This design comes from an exercise in tuning for small area on the open sky130 flow, not from production work. Only simulation tests tie the RTL to the original design; equivalence was not proved. Power and IR drop assume default switching activity.

==> inputs of 12-15 <==
==> flow/design.v <==
module Single_port_Async_RAM #( parameter MEM_DEPTH=256,parameter ADDR_SIZE=8)
(input clk,rst_n,
 input  [ADDR_SIZE+1:0] din,        
 input rx_valid,
 input  [ADDR_SIZE+1:0] din_next,   
 input rx_next,
 output logic [ADDR_SIZE-1:0] rd_word    
);
localparam RINGS = MEM_DEPTH / 16;
localparam W = ADDR_SIZE;
logic [1:0] Operation_Type;
assign Operation_Type = din[W+1:W];
logic [W-1:0] Write_Address, Read_Address;
logic [W-1:0] pend_addr, pend_data;
logic [W-1:0] word0;
logic [W-1:0] rd_buf;
logic [3:0] head;             
logic [16*W-1:0] ring [0:RINGS-1];
logic [W-1:0] tap [0:RINGS-1];
wire commit = (head == pend_addr[3:0]);
genvar r;
generate
    for (r = 0; r < RINGS; r = r + 1) begin : g_ring
        assign tap[r] = ring[r][16*W-1 -: W];
        always_ff @(posedge clk)
            ring[r] <= {ring[r][15*W-1:0],
                        (commit && pend_addr[W-1:4] == r) ? pend_data : tap[r]};
    end
endgenerate
wire [W-1:0] ra = (rx_next && din_next[W+1:W] == 2'b10) ? din_next[W-1:0] : Read_Address;
wire wa_zero = (Write_Address == 0);
assign rd_word = (ra == 0) ? word0 :
                 (pend_addr == ra) ? pend_data :
                 (head == ra[3:0]) ? tap[ra[W-1:4]] : rd_buf;
wire wr = rx_valid && Operation_Type == 2'b01;
always_ff @(posedge clk)
begin
    head <= head - 4'd1;
    rd_buf <= rd_word;
    if (wr && !wa_zero)
    begin
        pend_addr <= Write_Address;
        pend_data <= din[W-1:0];
    end
    if (wr && wa_zero)
        word0 <= din[W-1:0];
end
always_ff @(posedge clk, negedge rst_n)
begin
    if (!rst_n)
    begin
        Read_Address <= 0;
        Write_Address <= 0;
    end
    else
    begin
        Read_Address <= ra;
        if (rx_valid && Operation_Type == 2'b00)
            Write_Address <= din[W-1:0];
    end
end
endmodule
module SPI_Slave_Interface #(parameter ADDR_SIZE =8)
  ( input MOSI,
    input SS_N,
    input [ADDR_SIZE-1:0] tx_data,    
    input clk,rst_n,
    output logic MISO,
    output logic rx_valid,
    output logic [ADDR_SIZE+1:0] rx_data,
    output logic rx_next,                     
    output logic [ADDR_SIZE+1:0] rx_data_next   
);
    logic [ADDR_SIZE+1:0] shift_reg;
    logic [2:0] bit_cnt;
    logic Has_Read_Address;
    logic [3:0] counter;
    assign rx_data = shift_reg;
    assign rx_data_next = {shift_reg[ADDR_SIZE:0], MOSI};
    localparam logic [2:0] IDLE = 3'd0, CHK_CMD = 3'd1, WRITE = 3'd2,
                           READ_DATA1 = 3'd3, READ_DATA2 = 3'd4, READ_ADD = 3'd5,
                           READ_NONE = 3'd6;
    logic [2:0] current_state, next_state;
    wire active = !SS_N && (current_state != IDLE);
    wire cnt10  = (counter == 4'd10);
    wire rd2    = (current_state == READ_DATA2);
    assign rx_next = active && (counter == 4'd9) &&
                     (current_state == WRITE || current_state == READ_ADD || current_state == READ_DATA1);
    always_ff @(posedge clk)
    begin
        shift_reg <= {shift_reg[ADDR_SIZE:0], MOSI};
        if (counter == 4'd0)
            bit_cnt <= 0;
        else if (!SS_N)
            bit_cnt <= bit_cnt + 3'd1;
    end
    always_ff @(posedge clk, negedge rst_n)
    begin
        if (!rst_n)
        begin
            current_state <= IDLE;
            counter <= 0;
            Has_Read_Address <= 0;
        end
        else
        begin
            current_state <= next_state;
            if (rd2)
                counter <= counter + 4'd1;
            else if (current_state == READ_DATA1 && cnt10)
                counter <= 4'd0;
            else
                counter <= active ? counter + 4'd1 : 4'd0;
            if (current_state == READ_ADD && cnt10)
                Has_Read_Address <= 1;
        end
    end
    always_comb
    begin
        next_state = IDLE;
        rx_valid = 0;
        MISO = 0;
        case (current_state)
            IDLE:       next_state = !SS_N ? CHK_CMD : IDLE;
            CHK_CMD:    next_state = !MOSI ? WRITE : (Has_Read_Address ? READ_DATA1 : READ_ADD);
            WRITE:      begin rx_valid = cnt10; next_state = cnt10 ? IDLE : WRITE; end
            READ_ADD:   begin rx_valid = cnt10; next_state = cnt10 ? IDLE : READ_ADD; end
            READ_DATA1: begin
                            rx_valid = cnt10;
                            next_state = !cnt10 ? READ_DATA1 :
                                         (shift_reg[ADDR_SIZE+1:ADDR_SIZE] == 2'b11) ? READ_DATA2 : READ_NONE;
                        end
            READ_DATA2: begin
                            next_state = (counter == 4'd9) ? IDLE : READ_DATA2;
                            MISO = (counter != 4'd0) && (counter != 4'd9) && tx_data[~bit_cnt];
                        end
            default:    next_state = IDLE;
        endcase
    end
endmodule
module SPI_Wrapper #(parameter MEM_DEPTH=256,parameter ADDR_SIZE=8)
(   input clk,rst_n,
    input MOSI,
    output MISO,
    input SS_N
);
    logic [ADDR_SIZE+1:0] rx_data;        
    logic rx_valid;                       
    logic [ADDR_SIZE+1:0] rx_data_next;   
    logic rx_next;                        
    logic [ADDR_SIZE-1:0] rd_word;        
Single_port_Async_RAM #(
    .MEM_DEPTH (MEM_DEPTH ),
    .ADDR_SIZE (ADDR_SIZE )
) u_Single_port_Async_RAM (
    .clk      (clk      ),
    .rst_n    (rst_n    ),
    .din      (rx_data  ),
    .rx_valid (rx_valid ),
    .din_next (rx_data_next),
    .rx_next  (rx_next  ),
    .rd_word  (rd_word  )
);
SPI_Slave_Interface #(.ADDR_SIZE(ADDR_SIZE)
) u_SPI_Slave_Interface (
    .MOSI     (MOSI     ),
    .SS_N     (SS_N     ),
    .tx_data  (rd_word  ),
    .clk      (clk      ),
    .rst_n    (rst_n    ),
    .MISO     (MISO     ),
    .rx_valid (rx_valid ),
    .rx_data  (rx_data  ),
    .rx_next  (rx_next  ),
    .rx_data_next (rx_data_next)
);
endmodule
==> flow/flow/run.sh <==
#!/bin/bash
set -euo pipefail
export CTS_ARGS="-sink_clustering_enable -repair_clock_nets -dont_use_dummy_load -buf_list sky130_fd_sc_hd__clkbuf_4 -sink_clustering_size 13 -sink_clustering_max_diameter 40"
bash standard.sh finish > standard_flow.log 2>&1
==> flow/standard.sh <==
#!/bin/bash
# synth_recipe.tcl (not shown) runs the flow's synth.tcl, then flattens the netlist and writes it again
# the make line also repeats each setting of config.mk as NAME=value (left out here)
make -C /OpenROAD-flow-scripts/flow DESIGN_CONFIG=/design/flow/config.mk WORK_HOME=/design/flow/orfs CLKGATE_MAP_FILE= SYNTH_SCRIPT=/design/flow/synth_recipe.tcl "${@:-finish}"
==> flow/config.mk <==
export PLATFORM = sky130hd
export DESIGN_NAME = SPI_Wrapper
export DESIGN_NICKNAME = SPI_Wrapper
export VERILOG_FILES = /design/flow/design.v
export SDC_FILE = /design/flow/constraint.sdc
export NUM_CORES = 4
export LEC_CHECK = 0
export ABC_AREA = 1
export CAP_MARGIN = 30
export CORE_MARGIN = 2
export CORE_UTILIZATION = 50
export SLEW_MARGIN = 40
==> flow/constraint.sdc <==
create_clock -name core_clock -period 10.0 [get_ports {clk}]
set_input_delay 2.0000 -clock core_clock [delete_from_list [all_inputs] [get_ports {clk}]]
set_output_delay 2.0000 -clock core_clock [all_outputs]
set_load 0.01 [all_outputs]
==> inputs of 11-13, as changes to 12-15 <==
==> flow/design.v, changed modules only <==
module Single_port_Async_RAM #( parameter MEM_DEPTH=256,parameter ADDR_SIZE=8)
(input clk,rst_n,
 input  [ADDR_SIZE+1:0] din,       
 input rx_valid,
 output logic [ADDR_SIZE-1:0] rd_word,   
 output logic tx_valid,
 output logic tx_load
);
localparam RINGS = MEM_DEPTH / 8;
logic [1:0] Operation_Type;
assign Operation_Type = din[ADDR_SIZE+1:ADDR_SIZE];
logic [ADDR_SIZE-1:0] Write_Address, Read_Address;
logic [ADDR_SIZE-1:0] pend_addr, pend_data;
logic [ADDR_SIZE-1:0] rd_buf;
logic [2:0] head;             
logic [3:0] tcnt;             
logic [8*ADDR_SIZE-1:0] ring [0:RINGS-1];
logic [ADDR_SIZE-1:0] ring_in [0:RINGS-1];
wire commit = (head == pend_addr[2:0]);
genvar r;
generate
    for (r = 0; r < RINGS; r = r + 1) begin : g_ring
        assign ring_in[r] = (commit && pend_addr[ADDR_SIZE-1:3] == r)
                          ? pend_data : ring[r][8*ADDR_SIZE-1 -: ADDR_SIZE];
        always_ff @(posedge clk)
            ring[r] <= {ring[r][7*ADDR_SIZE-1:0], ring_in[r]};
    end
endgenerate
wire hit = (head == Read_Address[2:0]);
assign rd_word = hit ? ring_in[Read_Address[ADDR_SIZE-1:3]] : rd_buf;
always_ff @(posedge clk)
begin
    head <= head - 3'd1;
    rd_buf <= rd_word;
    if (rx_valid && Operation_Type == 2'b01)
    begin
        pend_addr <= Write_Address;
        pend_data <= din[ADDR_SIZE-1:0];
    end
end
assign tx_valid = (tcnt != 4'd0);
assign tx_load  = (tcnt == 4'd1);
always_ff @(posedge clk, negedge rst_n)
begin
    if (!rst_n)
    begin
        Read_Address <= 0;
        Write_Address <= 0;
        tcnt <= 0;
    end
    else
    begin
        if (rx_valid && Operation_Type == 2'b00)
            Write_Address <= din[ADDR_SIZE-1:0];
        if (rx_valid && Operation_Type == 2'b10)
            Read_Address <= din[ADDR_SIZE-1:0];
        if (rx_valid)
            tcnt <= (Operation_Type == 2'b11) ? 4'd1 : 4'd0;
        else if (tcnt == 4'd9)
            tcnt <= 0;
        else if (tcnt != 4'd0)
            tcnt <= tcnt + 4'd1;
    end
end
endmodule
module SPI_Slave_Interface #(parameter ADDR_SIZE =8)
  ( input MOSI,
    input SS_N,
    input tx_valid,
    input tx_load,
    input [ADDR_SIZE-1:0] tx_data,
    input clk,rst_n,
    output logic MISO,
    output logic rx_valid,
    output logic [ADDR_SIZE+1:0] rx_data
);
    logic [ADDR_SIZE+1:0] shift_reg;
    logic [ADDR_SIZE-1:0] shift_reg_MISO;
    logic Has_Read_Address;
    logic [3:0] counter;
    assign rx_data = shift_reg;
    localparam logic [2:0] IDLE = 3'd0, CHK_CMD = 3'd1, WRITE = 3'd2,
                           READ_DATA1 = 3'd3, READ_DATA2 = 3'd4, READ_ADD = 3'd5;
    logic [2:0] current_state, next_state;
    wire active = !SS_N && (current_state != IDLE);
    wire cnt10  = (counter == 4'd10);
    always_ff @(posedge clk)
        shift_reg <= {shift_reg[ADDR_SIZE:0], MOSI};
    always_ff @(posedge clk, negedge rst_n)
    begin
        if (!rst_n)
        begin
            current_state <= IDLE;
            counter <= 0;
            shift_reg_MISO <= 0;
            Has_Read_Address <= 0;
        end
        else
        begin
            current_state <= next_state;
            counter <= active ? counter + 4'd1 : 4'd0;
            if (tx_load)
                shift_reg_MISO <= tx_data;
            else if (active)
                shift_reg_MISO <= {shift_reg_MISO[ADDR_SIZE-2:0], 1'b0};
            if (current_state == READ_ADD && cnt10)
                Has_Read_Address <= 1;
        end
    end
    always_comb
    begin
        next_state = IDLE;
        rx_valid = 0;
        MISO = 0;
        case (current_state)
            IDLE:       next_state = !SS_N ? CHK_CMD : IDLE;
            CHK_CMD:    next_state = !MOSI ? WRITE : (Has_Read_Address ? READ_DATA1 : READ_ADD);
            WRITE:      begin rx_valid = cnt10; next_state = cnt10 ? IDLE : WRITE; end
            READ_ADD:   begin rx_valid = cnt10; next_state = cnt10 ? IDLE : READ_ADD; end
            READ_DATA1: begin rx_valid = cnt10; next_state = cnt10 ? READ_DATA2 : READ_DATA1; end
            READ_DATA2: begin
                            next_state = tx_valid ? READ_DATA2 : IDLE;
                            MISO = tx_valid & shift_reg_MISO[ADDR_SIZE-1];
                        end
            default:    next_state = IDLE;
        endcase
    end
endmodule
module SPI_Wrapper #(parameter MEM_DEPTH=256,parameter ADDR_SIZE=8)
(   input clk,rst_n,
    input MOSI,
    output MISO,
    input SS_N
);
    logic [ADDR_SIZE+1:0] rx_data;    
    logic rx_valid;                   
    logic tx_valid;                   
    logic tx_load;                    
    logic [ADDR_SIZE-1:0] rd_word;    
Single_port_Async_RAM #(
    .MEM_DEPTH (MEM_DEPTH ),
    .ADDR_SIZE (ADDR_SIZE )
) u_Single_port_Async_RAM (
    .clk      (clk      ),
    .rst_n    (rst_n    ),
    .din      (rx_data  ),
    .rx_valid (rx_valid ),
    .rd_word  (rd_word  ),
    .tx_valid (tx_valid ),
    .tx_load  (tx_load  )
);
SPI_Slave_Interface #(.ADDR_SIZE(ADDR_SIZE)
) u_SPI_Slave_Interface (
    .MOSI     (MOSI     ),
    .SS_N     (SS_N     ),
    .tx_valid (tx_valid ),
    .tx_load  (tx_load  ),
    .tx_data  (rd_word  ),
    .clk      (clk      ),
    .rst_n    (rst_n    ),
    .MISO     (MISO     ),
    .rx_valid (rx_valid ),
    .rx_data  (rx_data  )
);
endmodule
==> flow/run.sh (new file) <==
#!/bin/bash
# synth_recipe.tcl (not shown) runs the flow's synth.tcl, then flattens the netlist and writes it again
# the make line also repeats each setting of config.mk as NAME=value (left out here)
make -C /OpenROAD-flow-scripts/flow DESIGN_CONFIG=/design/flow/config.mk WORK_HOME=/design/flow/orfs CLKGATE_MAP_FILE= SYNTH_SCRIPT=/design/flow/synth_recipe.tcl finish
--- a/flow/config.mk
+++ b/flow/config.mk
@@ -6,7 +6,6 @@
 export NUM_CORES = 4
 export LEC_CHECK = 0
-export ABC_AREA = 1
 export CAP_MARGIN = 30
 export CORE_MARGIN = 2
-export CORE_UTILIZATION = 50
+export CORE_UTILIZATION = 25
 export SLEW_MARGIN = 40
removed: flow/flow/run.sh
removed: flow/standard.sh
==> inputs of 05-17, as changes to 12-15 <==
==> flow/flow/run.sh (replaced) <==
#!/bin/bash
set -euo pipefail
export CTS_ARGS="-sink_clustering_enable -repair_clock_nets -dont_use_dummy_load -buf_list sky130_fd_sc_hd__clkbuf_4 -sink_clustering_size 12 -sink_clustering_max_diameter 40"
bash standard.sh finish > standard_flow.log 2>&1
--- a/flow/config.mk
+++ b/flow/config.mk
@@ -7,6 +7,6 @@
 export LEC_CHECK = 0
 export ABC_AREA = 1
-export CAP_MARGIN = 30
+export CAP_MARGIN = 20
 export CORE_MARGIN = 2
 export CORE_UTILIZATION = 50
-export SLEW_MARGIN = 40
+export SLEW_MARGIN = 20
==> run summary <==
Routed WL 71520 µm; met2 usage 22.59%; DR WL met3 2724 µm; area grow syn2layout 6.666%; outcome complete, no violations; Post-Synth XOR/XNOR Area 0.3372%; hold worst-path end u_Single_port_Async_RAM.ring[4][34]; sequential cell area share 85.86%; placed cell area 0.04829 mm²; Logic power comb 0.0844 mW; top cell type's share of synthesized area 88.75%; FP Rows 112; Critical Path Stages 22
(the above is from 05-17)
==> run summary <==
Logic power comb 0.124 mW; outcome complete, no violations; Critical Path Stages 5; Routed WL 105600 µm; placed cell area 0.05312 mm²; sequential cell area share 72.06%; top cell type's share of synthesized area 83.21%; Post-Synth XOR/XNOR Area 0.2916%; hold worst-path end u_Single_port_Async_RAM.ring[19][50]; area grow syn2layout 19.33%
(the above is from 11-13)
==> run summary <==
area grow syn2layout 6.537%; met2 usage 22.81%; sequential cell area share 85.96%; clock network fraction of total power 27.0%; Commonest cells post-synth dfxtp_1 (2073), nand2_1 (410), o21ai_0 (142); hold worst-path end u_Single_port_Async_RAM.ring[9][33]; DR WL met3 3276 µm; FP Rows 112; Critical Path Stages 24; placed cell area 0.04829 mm²; Post-Synth XOR/XNOR Area 0.3372%; outcome complete, no violations; Final setup viols 0
(the above is from 12-15)

-- afterwards: timing with drivers on the ports --
How much do the figures lean on ideal ports? The routed layouts below were timed once more, with nothing changed but the port constraints.
Step 1 (the two cells are an assumption about what drives the block):
set clk [get_ports {clk}]
set_driving_cell -lib_cell sky130_fd_sc_hd__clkbuf_16 $clk
set_driving_cell -lib_cell sky130_fd_sc_hd__buf_2 [delete_from_list [all_inputs] $clk]
Step 2 times the ports against the registers' clock, not the clock port: input delays grow and output delays shrink by t, the midpoint of the rising clock arrivals with the driver on.
a / b / c = ideal ports / drivers / drivers and shift; a / b = the first two.
| run | shift t [ns] | slack for setup (ns) | worst hold slack (ns) | worst slew at a driven data input, ns |
|---|---|---|---|---|
| 12-15 | 1.059 | 2.293 / 2.261 / 2.261 | 0.206 / 0.206 / 0.206 | 0.03 |
| 11-13 | 0.844 | 5.561 / 5.487 / 5.865 | 0.300 / 0.300 / 0.300 | 0.03 |
| 05-17 | 1.081 | 2.297 / 2.266 / 2.266 | 0.219 / 0.219 / 0.219 | 0.04 |
After both steps every run listed still meets setup and hold. For 12-15, which loses most, drivers alone change the setup slack by -0.032 ns; drivers and shift together by -0.032 ns.
